Source: an optimization exercise on an open RTL-to-GDS flow (aim: small area and a short achievable clock period). Production flows keep margins and buffers that such runs may drop.

==> yarrow <==
// maxpool_new
module maxpool_new(
	input [4:0] stride,
	input  maxpool_enable,
	output reg [18:0] address1 , write_address,
	output reg maxpool_done, patch_end,
	input clk ,
	input reset,
	input [9:0]  w1 ,h1,
	input [4:0] w2,h2,
	output reg [9:0] width, height
    );
clock: 25.0 ns
lec_check: 0
cap_margin: 50
core_margin: 2
core_utilization: 40
cts_buf_list: sky130_fd_sc_hd__clkbuf_8
slew_margin: 70
synth_hierarchical: 1
standard.sh (not shown) runs the stock make flow with config.mk's settings and CLKGATE_MAP_FILE= SYNTH_SCRIPT=/design/flow/synth_recipe.tcl, a recipe that flattens the netlist after the stock synthesis.
==> flow/flow/run.sh <==
#!/bin/bash
# Standard layout, with the port buffers made from buf_1 cells and timing
# repair asked to leave more setup slack than the clock period needs.
export BUFFER_PORTS_ARGS="-buffer_cell sky130_fd_sc_hd__buf_1"
export SETUP_SLACK_MARGIN=18
bash standard.sh > standard.log 2>&1
==> delta (differences from yarrow) <==
--- a/flow/design.v
+++ b/flow/design.v
@@ -16,65 +16,67 @@
 reg [9:0]  Hn;           
 reg        fw;           
 reg [18:0] W;            
 reg [18:0] N;            
 reg [9:0]  Vrem;         
 reg [9:0]  q;            
 reg [4:0]  r;            
 reg        wvalid;       
+reg        done_i;       
 wire [18:0] a_step, w_sum, wa_n;
 wire [4:0]  hi_n, vi_n, r_n;
 wire [9:0]  Hn_n, Vrem_n, q_n, width_n, height_n;
 wire        done_n, pe_n, fw_n;
 wire        c_run, c_a_step, c_a_w, c_a_N, c_vi, c_pend, c_w_step, c_w_N, c_w_w;
 wire        c_qr, c_row, c_width, c_ncap;
 maxpool_step st (
 	.w1r(w1r), .w2m1(w2m1), .h2m1(h2m1), .sr(sr), .s_h2(s_h2),
-	.address1(address1), .write_address(write_address), .maxpool_done(maxpool_done),
+	.address1(address1), .write_address(write_address), .maxpool_done(done_i),
 	.hi(hi), .vi(vi), .Hn(Hn), .fw(fw), .W(W), .Vrem(Vrem),
 	.q(q), .r(r), .wvalid(wvalid),
 	.a_step(a_step), .w_sum(w_sum), .wa_n(wa_n),
 	.hi_n(hi_n), .vi_n(vi_n), .r_n(r_n),
 	.Hn_n(Hn_n), .Vrem_n(Vrem_n), .q_n(q_n), .width_n(width_n), .height_n(height_n),
 	.done_n(done_n), .pe_n(pe_n), .fw_n(fw_n),
 	.c_run(c_run), .c_a_step(c_a_step), .c_a_w(c_a_w), .c_a_N(c_a_N),
 	.c_vi(c_vi), .c_pend(c_pend), .c_w_step(c_w_step), .c_w_N(c_w_N), .c_w_w(c_w_w),
 	.c_qr(c_qr), .c_row(c_row), .c_width(c_width), .c_ncap(c_ncap)
 );
 wire [18:0] a_d, wa_d, W_d, N_d;
 wire [4:0]  hi_d, vi_d, r_d;
 wire [9:0]  Hn_d, Vrem_d, q_d, width_d, height_d;
-wire        done_d, pe_d, fw_d, wv_d;
+wire        done_d, done_i_d, pe_d, fw_d, wv_d;
 maxpool_gate gt (
 	.reset(reset), .en(maxpool_enable), .stride(stride), .h1(h1),
 	.address1(address1), .write_address(write_address), .maxpool_done(maxpool_done),
-	.patch_end(patch_end), .hi(hi), .vi(vi), .Hn(Hn), .fw(fw), .W(W), .N(N),
+	.done_i(done_i), .patch_end(patch_end), .hi(hi), .vi(vi), .Hn(Hn), .fw(fw), .W(W), .N(N),
 	.Vrem(Vrem), .q(q), .r(r), .wvalid(wvalid), .width(width), .height(height),
 	.a_step(a_step), .w_sum(w_sum), .wa_n(wa_n),
 	.hi_n(hi_n), .vi_n(vi_n), .r_n(r_n),
 	.Hn_n(Hn_n), .Vrem_n(Vrem_n), .q_n(q_n), .width_n(width_n), .height_n(height_n),
 	.done_n(done_n), .pe_n(pe_n), .fw_n(fw_n),
 	.c_run(c_run), .c_a_step(c_a_step), .c_a_w(c_a_w), .c_a_N(c_a_N),
 	.c_vi(c_vi), .c_pend(c_pend), .c_w_step(c_w_step), .c_w_N(c_w_N), .c_w_w(c_w_w),
 	.c_qr(c_qr), .c_row(c_row), .c_width(c_width), .c_ncap(c_ncap),
 	.a_d(a_d), .wa_d(wa_d), .W_d(W_d), .N_d(N_d),
 	.hi_d(hi_d), .vi_d(vi_d), .r_d(r_d),
 	.Hn_d(Hn_d), .Vrem_d(Vrem_d), .q_d(q_d), .width_d(width_d), .height_d(height_d),
-	.done_d(done_d), .pe_d(pe_d), .fw_d(fw_d), .wv_d(wv_d)
+	.done_d(done_d), .done_i_d(done_i_d), .pe_d(pe_d), .fw_d(fw_d), .wv_d(wv_d)
 );
 always @(posedge clk) begin
 	w1r  <= w1;
 	w2m1 <= w2 - 5'd1;
 	h2m1 <= h2 - 5'd1;
 	sr   <= stride;
 	s_h2 <= (stride == h2);
 	address1      <= a_d;
 	write_address <= wa_d;
 	maxpool_done  <= done_d;
+	done_i        <= done_i_d;
 	patch_end     <= pe_d;
 	hi     <= hi_d;
 	vi     <= vi_d;
 	Hn     <= Hn_d;
 	fw     <= fw_d;
 	W      <= W_d;
 	N      <= N_d;
 	Vrem   <= Vrem_d;
@@ -186,17 +188,17 @@
                         : (wrap & ~vlast & fw & ({5'd0, vi1} == Vrem));
 assign pe_n    = c_pend;
 endmodule
 module maxpool_gate(
 	input        reset, en,
 	input [4:0]  stride,
 	input [9:0]  h1,
 	input [18:0] address1, write_address,
-	input        maxpool_done, patch_end,
+	input        maxpool_done, done_i, patch_end,
 	input [4:0]  hi, vi,
 	input [9:0]  Hn,
 	input        fw,
 	input [18:0] W, N,
 	input [9:0]  Vrem, q,
 	input [4:0]  r,
 	input        wvalid,
 	input [9:0]  width, height,
@@ -204,17 +206,17 @@
 	input [4:0]  hi_n, vi_n, r_n,
 	input [9:0]  Hn_n, Vrem_n, q_n, width_n, height_n,
 	input        done_n, pe_n, fw_n,
 	input        c_run, c_a_step, c_a_w, c_a_N, c_vi, c_pend, c_w_step, c_w_N, c_w_w,
 	input        c_qr, c_row, c_width, c_ncap,
 	output [18:0] a_d, wa_d, W_d, N_d,
 	output [4:0]  hi_d, vi_d, r_d,
 	output [9:0]  Hn_d, Vrem_d, q_d, width_d, height_d,
-	output        done_d, pe_d, fw_d, wv_d
+	output        done_d, done_i_d, pe_d, fw_d, wv_d
 );
 wire ne = ~reset & en;
 wire nr = ~reset;
 wire l_run    = ne & c_run,    k_run   = nr & ~(en & c_run);
 wire l_a_step = ne & c_a_step;
 wire l_a_w    = ne & c_a_w;
 wire l_a_N    = ne & c_a_N;
 wire l_pe     = ne,            k_pe    = nr & ~en;
@@ -229,16 +231,17 @@
 wire l_ncap   = en & c_ncap,   k_ncap  = ~(en & c_ncap);
 mp_sel3 #(19) s_a (.l0(l_a_step), .l1(l_a_w), .l2(l_a_N), .k(k_run),
 	.n0(a_step), .n1(w_sum), .n2(N), .q(address1), .d(a_d));
 mp_sel3 #(19) s_W (.l0(l_w_step), .l1(l_w_w), .l2(l_w_N), .k(k_pend),
 	.n0(a_step), .n1(w_sum), .n2(N), .q(W), .d(W_d));
 mp_sel #(19) s_N  (.l(l_ncap), .k(k_ncap), .n(a_step), .q(N), .d(N_d));
 mp_sel #(19) s_wa (.l(l_pend), .k(k_pend), .n(wa_n), .q(write_address), .d(wa_d));
 mp_sel #(1)  s_dn (.l(l_run), .k(k_run), .n(done_n), .q(maxpool_done), .d(done_d));
+mp_sel #(1)  s_di (.l(l_run), .k(k_run), .n(done_n), .q(done_i), .d(done_i_d));
 mp_sel #(5)  s_hi (.l(l_run), .k(k_run), .n(hi_n), .q(hi), .d(hi_d));
 mp_sel #(1)  s_pe (.l(l_pe), .k(k_pe), .n(pe_n), .q(patch_end), .d(pe_d));
 mp_sel #(5)  s_vi (.l(l_vi), .k(k_vi), .n(vi_n), .q(vi), .d(vi_d));
 mp_sel #(10) s_q  (.l(l_qr), .k(k_qr), .n(q_n), .q(q), .d(q_d));
 mp_sel #(5)  s_r  (.l(l_qr), .k(k_qr), .n(r_n), .q(r), .d(r_d));
 wire l_ht = l_run & done_n;
 wire k_ht = nr & ~l_ht;
 mp_sel #(10) s_ht (.l(l_ht), .k(k_ht), .n(height_n), .q(height), .d(height_d));
CAP_MARGIN = 70   (was 50)
SLEW_MARGIN = 85   (was 70)
==> amber (differences from yarrow) <==
==> flow/design.v (replaced) <==
module maxpool_new(
	input [4:0] stride,
	input  maxpool_enable,
	output reg [18:0] address1 , write_address,
	output reg maxpool_done, patch_end,
	input clk ,
	input reset,
	input [9:0]  w1 ,h1,
	input [4:0] w2,h2,
	output reg [9:0] width,
	output [9:0] height
    );
reg [9:0] w1r;
reg [4:0] w2m1, h2m1, sr;
reg       s_h2;          
reg [4:0]  hi, vi;       
reg [9:0]  Hn;           
reg        fw;           
reg [18:0] W;            
reg [18:0] N;            
reg [9:0]  Vrem;         
reg [9:0]  q;            
reg [4:0]  r;            
reg        wvalid;       
assign height = maxpool_done ? q : 10'd0;
wire [18:0] a_step, w_sum, wa_n;
wire [4:0]  hi_n, vi_n, rs_n, rt_n;
wire [9:0]  hs_n, Vrem_n, q_n;
wire        done_n, pe_n, fw_n;
wire        c_run, c_a_step, c_a_w, c_a_N, c_vi, c_pend;
wire        c_hi, c_vi1, c_hs, c_qi, c_q0, c_rs, c_rt, c_rsr;
wire        c_qr, c_row, c_width, c_ncap;
maxpool_step st (
	.w1r(w1r), .w2m1(w2m1), .h2m1(h2m1), .sr(sr), .s_h2(s_h2),
	.address1(address1), .write_address(write_address), .maxpool_done(maxpool_done),
	.hi(hi), .vi(vi), .Hn(Hn), .fw(fw), .W(W), .Vrem(Vrem),
	.q(q), .r(r), .wvalid(wvalid),
	.a_step(a_step), .w_sum(w_sum), .wa_n(wa_n),
	.hi_n(hi_n), .vi_n(vi_n), .rs_n(rs_n), .rt_n(rt_n),
	.hs_n(hs_n), .Vrem_n(Vrem_n), .q_n(q_n),
	.done_n(done_n), .pe_n(pe_n), .fw_n(fw_n),
	.c_run(c_run), .c_a_step(c_a_step), .c_a_w(c_a_w), .c_a_N(c_a_N),
	.c_vi(c_vi), .c_pend(c_pend),
	.c_qr(c_qr), .c_row(c_row), .c_width(c_width), .c_ncap(c_ncap),
	.c_hi(c_hi), .c_vi1(c_vi1), .c_hs(c_hs), .c_qi(c_qi), .c_q0(c_q0),
	.c_rs(c_rs), .c_rt(c_rt), .c_rsr(c_rsr)
);
wire [18:0] a_d, wa_d, W_d, N_d;
wire [4:0]  hi_d, vi_d, r_d;
wire [9:0]  Hn_d, Vrem_d, q_d, width_d;
wire        done_d, pe_d, fw_d, wv_d;
maxpool_gate gt (
	.reset(reset), .en(maxpool_enable), .stride(stride), .sr(sr), .h1(h1),
	.address1(address1), .write_address(write_address), .maxpool_done(maxpool_done),
	.patch_end(patch_end), .hi(hi), .vi(vi), .Hn(Hn), .fw(fw), .W(W), .N(N),
	.Vrem(Vrem), .q(q), .r(r), .wvalid(wvalid), .width(width),
	.a_step(a_step), .w_sum(w_sum), .wa_n(wa_n),
	.hi_n(hi_n), .vi_n(vi_n), .rs_n(rs_n), .rt_n(rt_n),
	.hs_n(hs_n), .Vrem_n(Vrem_n), .q_n(q_n),
	.done_n(done_n), .pe_n(pe_n), .fw_n(fw_n),
	.c_run(c_run), .c_a_step(c_a_step), .c_a_w(c_a_w), .c_a_N(c_a_N),
	.c_vi(c_vi), .c_pend(c_pend),
	.c_qr(c_qr), .c_row(c_row), .c_width(c_width), .c_ncap(c_ncap),
	.c_hi(c_hi), .c_vi1(c_vi1), .c_hs(c_hs), .c_qi(c_qi), .c_q0(c_q0),
	.c_rs(c_rs), .c_rt(c_rt), .c_rsr(c_rsr),
	.a_d(a_d), .wa_d(wa_d), .W_d(W_d), .N_d(N_d),
	.hi_d(hi_d), .vi_d(vi_d), .r_d(r_d),
	.Hn_d(Hn_d), .Vrem_d(Vrem_d), .q_d(q_d), .width_d(width_d),
	.done_d(done_d), .pe_d(pe_d), .fw_d(fw_d), .wv_d(wv_d)
);
always @(posedge clk) begin
	w1r  <= w1;
	w2m1 <= w2 - 5'd1;
	h2m1 <= h2 - 5'd1;
	sr   <= stride;
	s_h2 <= (stride == h2);
	address1      <= a_d;
	write_address <= wa_d;
	maxpool_done  <= done_d;
	patch_end     <= pe_d;
	hi     <= hi_d;
	vi     <= vi_d;
	Hn     <= Hn_d;
	fw     <= fw_d;
	W      <= W_d;
	N      <= N_d;
	Vrem   <= Vrem_d;
	q      <= q_d;
	r      <= r_d;
	wvalid <= wv_d;
	width  <= width_d;
end
endmodule
module maxpool_step(
	input [9:0]  w1r,
	input [4:0]  w2m1, h2m1, sr,
	input        s_h2,
	input [18:0] address1, write_address,
	input        maxpool_done,
	input [4:0]  hi, vi,
	input [9:0]  Hn,
	input        fw,
	input [18:0] W,
	input [9:0]  Vrem,
	input [9:0]  q,
	input [4:0]  r,
	input        wvalid,
	output [18:0] a_step, w_sum, wa_n,
	output [4:0]  hi_n, vi_n, rs_n, rt_n,
	output [9:0]  hs_n, Vrem_n, q_n,
	output        done_n, pe_n, fw_n,
	output        c_run, c_a_step, c_a_w, c_a_N, c_vi, c_pend,
	output        c_qr, c_row, c_width, c_ncap,
	output        c_hi, c_vi1, c_hs, c_qi, c_q0, c_rs, c_rt, c_rsr
);
function [19:0] radd;
	input [18:0] x, y;
	input        ci;
	integer i;
	reg c;
	begin
		c = ci;
		for (i = 0; i < 19; i = i + 1) begin
			radd[i] = x[i] ^ y[i] ^ c;
			c = (x[i] & y[i]) | (c & (x[i] ^ y[i]));
		end
		radd[19] = c;
	end
endfunction
function [18:0] fadd;
	input [18:0] x;
	input [9:0]  y;
	reg [5:0] lo, m0, m1;
	reg [18:0] hi0, hi1;
	reg c10;
	begin
		lo  = radd({14'd0, x[4:0]}, {14'd0, y[4:0]}, 1'b0);
		m0  = radd({14'd0, x[9:5]}, {14'd0, y[9:5]}, 1'b0);
		m1  = radd({14'd0, x[9:5]}, {14'd0, y[9:5]}, 1'b1);
		hi0 = {10'd0, x[18:10]};
		hi1 = radd({10'd0, x[18:10]}, 19'd0, 1'b1);
		c10 = lo[5] ? m1[5] : m0[5];
		fadd = {c10 ? hi1[8:0] : hi0[8:0], lo[5] ? m1[4:0] : m0[4:0], lo[4:0]};
	end
endfunction
wire [9:0]  D1      = w1r - {5'd0, w2m1};          
wire        wrap    = (hi == w2m1);
wire        vlast   = (vi == h2m1);
wire        pend    = wrap & vlast;
wire [19:0] hd      = radd({9'd0, Hn}, {9'd0, ~D1}, 1'b1);
wire        lastwin = hd[10];                      
wire        rowend  = pend & lastwin;
wire [19:0] vi1w    = radd({14'd0, vi}, 19'd0, 1'b1);
wire [4:0]  vi1     = vi1w[4:0];
wire        ncap    = wrap & (vi1 == sr) & fw;
assign a_step = fadd(address1, wrap ? D1 : 10'd1);
wire [19:0] ws = radd(W, {14'd0, sr}, 1'b0);
assign w_sum  = ws[18:0];
assign c_run    = ~maxpool_done;
assign c_a_step = c_run & (~pend | rowend & ncap);
assign c_a_w    = c_run & pend & ~rowend;
assign c_a_N    = c_run & rowend & ~ncap;
assign c_vi     = c_run & wrap;
assign c_pend   = c_run & pend;
assign c_qr     = c_pend & (~wvalid | lastwin);
assign c_row    = c_run & rowend;
assign c_width  = c_row & ~wvalid;
assign c_ncap   = c_run & ncap;
wire [4:0]  dm1   = wvalid ? h2m1 : w2m1;
wire [19:0] rt    = radd({14'd0, r}, {14'd0, sr}, 1'b0);              
wire [19:0] rs    = radd({13'd0, rt[5:0]}, {13'd1, ~dm1}, 1'b0);      
wire        ge    = rs[6];
wire [19:0] qi    = radd({9'd0, q}, 19'd0, ge);
wire        first = rowend & ~wvalid;
wire [19:0] wa1   = radd(write_address, 19'd0, 1'b1);
wire [19:0] hi1   = radd({14'd0, hi}, 19'd0, 1'b1);
wire [19:0] hs    = radd({9'd0, Hn}, {14'd0, sr}, 1'b0);
wire [19:0] vs    = radd({9'd0, Vrem}, {9'd0, 5'h1f, ~sr}, 1'b1);
assign c_hi    = c_run & ~wrap;
assign c_vi1   = c_vi & ~vlast;
assign c_hs    = c_pend & ~lastwin;
assign c_qi    = c_qr & ~first;
assign c_q0    = c_qr & first & s_h2;
assign c_rs    = c_qi & ge;
assign c_rt    = c_qi & ~ge;
assign c_rsr   = c_qr & first & ~s_h2;
assign wa_n    = wa1[18:0];
assign hi_n    = hi1[4:0];
assign vi_n    = vi1;
assign hs_n    = hs[9:0];
assign fw_n    = lastwin;
assign Vrem_n  = vs[9:0];
assign q_n     = qi[9:0];
assign rs_n    = rs[4:0];
assign rt_n    = rt[4:0];
assign done_n  = rowend ? (Vrem == {5'd0, sr})
                        : (wrap & ~vlast & fw & ({5'd0, vi1} == Vrem));
assign pe_n    = c_pend;
endmodule
module maxpool_gate(
	input        reset, en,
	input [4:0]  stride, sr,
	input [9:0]  h1,
	input [18:0] address1, write_address,
	input        maxpool_done, patch_end,
	input [4:0]  hi, vi,
	input [9:0]  Hn,
	input        fw,
	input [18:0] W, N,
	input [9:0]  Vrem, q,
	input [4:0]  r,
	input        wvalid,
	input [9:0]  width,
	input [18:0] a_step, w_sum, wa_n,
	input [4:0]  hi_n, vi_n, rs_n, rt_n,
	input [9:0]  hs_n, Vrem_n, q_n,
	input        done_n, pe_n, fw_n,
	input        c_run, c_a_step, c_a_w, c_a_N, c_vi, c_pend,
	input        c_qr, c_row, c_width, c_ncap,
	input        c_hi, c_vi1, c_hs, c_qi, c_q0, c_rs, c_rt, c_rsr,
	output [18:0] a_d, wa_d, W_d, N_d,
	output [4:0]  hi_d, vi_d, r_d,
	output [9:0]  Hn_d, Vrem_d, q_d, width_d,
	output        done_d, pe_d, fw_d, wv_d
);
wire ne = ~reset & en;
wire nr = ~reset;
wire l_run    = ne & c_run,    k_run   = nr & ~(en & c_run);
wire l_a_step = ne & c_a_step;
wire l_a_w    = ne & c_a_w;
wire l_a_N    = ne & c_a_N;
wire l_pe     = ne,            k_pe    = nr & ~en;
wire l_vi     = ne & c_vi,     k_vi    = nr & ~(en & c_vi);
wire l_pend   = ne & c_pend,   k_pend  = nr & ~(en & c_pend);
wire l_qr     = ne & c_qr,     k_qr    = nr & ~(en & c_qr);
wire l_row    = ne & c_row,    k_row   = nr & ~(en & c_row);
wire l_width  = ne & c_width,  k_width = nr & ~(en & c_width);
wire l_ncap   = en & c_ncap,   k_ncap  = ~(en & c_ncap);
mp_sel3 #(19) s_a (.l0(l_a_step), .l1(l_a_w), .l2(l_a_N), .k(k_run),
	.n0(a_step), .n1(w_sum), .n2(N), .q(address1), .d(a_d));
wire l_W = reset | l_pend;
mp_sel #(19) s_W (.l(l_W), .k(k_pend), .n(a_d), .q(W), .d(W_d));
mp_sel #(19) s_N  (.l(l_ncap), .k(k_ncap), .n(a_step), .q(N), .d(N_d));
mp_sel #(19) s_wa (.l(l_pend), .k(k_pend), .n(wa_n), .q(write_address), .d(wa_d));
mp_sel #(1)  s_dn (.l(l_run), .k(k_run), .n(done_n), .q(maxpool_done), .d(done_d));
mp_sel #(5)  s_hi (.l(ne & c_hi), .k(k_run), .n(hi_n), .q(hi), .d(hi_d));
mp_sel #(1)  s_pe (.l(l_pe), .k(k_pe), .n(pe_n), .q(patch_end), .d(pe_d));
mp_sel #(5)  s_vi (.l(ne & c_vi1), .k(k_vi), .n(vi_n), .q(vi), .d(vi_d));
wire l_qi = ne & c_qi;
mp_sel #(9)  s_q  (.l(l_qi), .k(k_qr), .n(q_n[9:1]), .q(q[9:1]), .d(q_d[9:1]));
mp_sel2 #(1) s_q0 (.l0(l_qi), .l1(ne & c_q0), .k(k_qr), .n0(q_n[0]), .n1(1'b1), .q(q[0]), .d(q_d[0]));
mp_sel3 #(5) s_r  (.l0(ne & c_rs), .l1(ne & c_rt), .l2(ne & c_rsr), .k(k_qr),
	.n0(rs_n), .n1(rt_n), .n2(sr), .q(r), .d(r_d));
mp_sel #(10) s_wd (.l(l_width), .k(k_width), .n(q_n), .q(width), .d(width_d));
mp_sel #(1)  s_wv (.l(l_row), .k(k_row), .n(1'b1), .q(wvalid), .d(wv_d));
mp_sel2 #(10) s_Hn (.l0(ne & c_hs), .l1(reset | l_row), .k(k_pend),
	.n0(hs_n), .n1({5'd0, stride}), .q(Hn), .d(Hn_d));
mp_sel2 #(10) s_V  (.l0(l_row), .l1(reset), .k(k_row),
	.n0(Vrem_n), .n1(h1), .q(Vrem), .d(Vrem_d));
assign fw_d = reset | l_pend & fw_n | k_pend & fw;
endmodule
module mp_sel #(parameter W = 1) (
	input          l, k,
	input  [W-1:0] n, q,
	output [W-1:0] d
);
assign d = {W{l}} & n | {W{k}} & q;
endmodule
module mp_sel2 #(parameter W = 1) (
	input          l0, l1, k,
	input  [W-1:0] n0, n1, q,
	output [W-1:0] d
);
assign d = {W{l0}} & n0 | {W{l1}} & n1 | {W{k}} & q;
endmodule
module mp_sel3 #(parameter W = 1) (
	input          l0, l1, l2, k,
	input  [W-1:0] n0, n1, n2, q,
	output [W-1:0] d
);
assign d = {W{l0}} & n0 | {W{l1}} & n1 | {W{l2}} & n2 | {W{k}} & q;
endmodule
==> results.cfg <==
[status]
status = finished clean

[routing]
route.detailed.wl_per_inst_um = 15.7

[synthesis]
avgSynthCellArea_sq_um = 10.8

[cells_and_area]
final_cell_mix = dfxtp_1, inv_1, buf_1, a22o_1, ha_1
multiInputGateArea_sq_um = 4590
Source of the figures above: amber

==> results.cfg <==
[sta]
fin_crit_sh_pct = 25.4
fin_tns_setup_ps = 0

[routing]
wl_mm = 22.0
route.detailed.wl_per_inst_um = 16.1

[setup_path]
crit_slowest_cell = and2_4

[synthesis]
avgSynthCellArea_sq_um = 10.4

[cells_and_area]
final_cell_mix = dfxtp_1, buf_1, inv_1, ha_1, a22o_1
multiInputGateArea_sq_um = 5630

[place]
port_buffers = 97

[status]
status = finished clean
Source of the figures above: delta

==> results.cfg <==
[global_route]
use_met3_pct = 3.28

[status]
status = finished clean

[cells_and_area]
multiInputGateArea_sq_um = 5260
final_cell_mix = dfxtp_1, buf_1, inv_1, ha_1, a22o_1

[routing]
route.detailed.wl_per_inst_um = 16.1
Source of the figures above: yarrow

Function was not checked in any run of this note: the RTL went through the layout flow alone.

[afterwards: timing with drivers on the ports]
In the flow no input, the clock included, has a driving cell. The finished layouts below were timed again as built, in two steps. Step 1, drivers: a clkbuf_16 drives clk and a buf_2 each remaining input, both assumed. Step 2 also shifts input and output timing later by t, the mid clock arrival at the registers, as if the neighbouring blocks saw the same clock. Slacks: ideal ports / drivers / drivers and shift; pairs: ideal ports / drivers.
run | t (ns) | setup WS [ns] | hold slack, ns
yarrow | 0.502 | 18.842 / 18.797 / 18.524 | 0.480 / 0.480 / 0.480
delta | 0.502 | 18.660 / 18.682 / 18.180 | 0.473 / 0.473 / 0.473
amber | 0.494 | 18.630 / 18.585 / 18.377 | 0.479 / 0.479 / 0.479
After both steps setup and hold are still met in every run listed. The setup slack of delta, which loses most, moves by +0.022 ns with the drivers and by -0.480 ns with both steps.
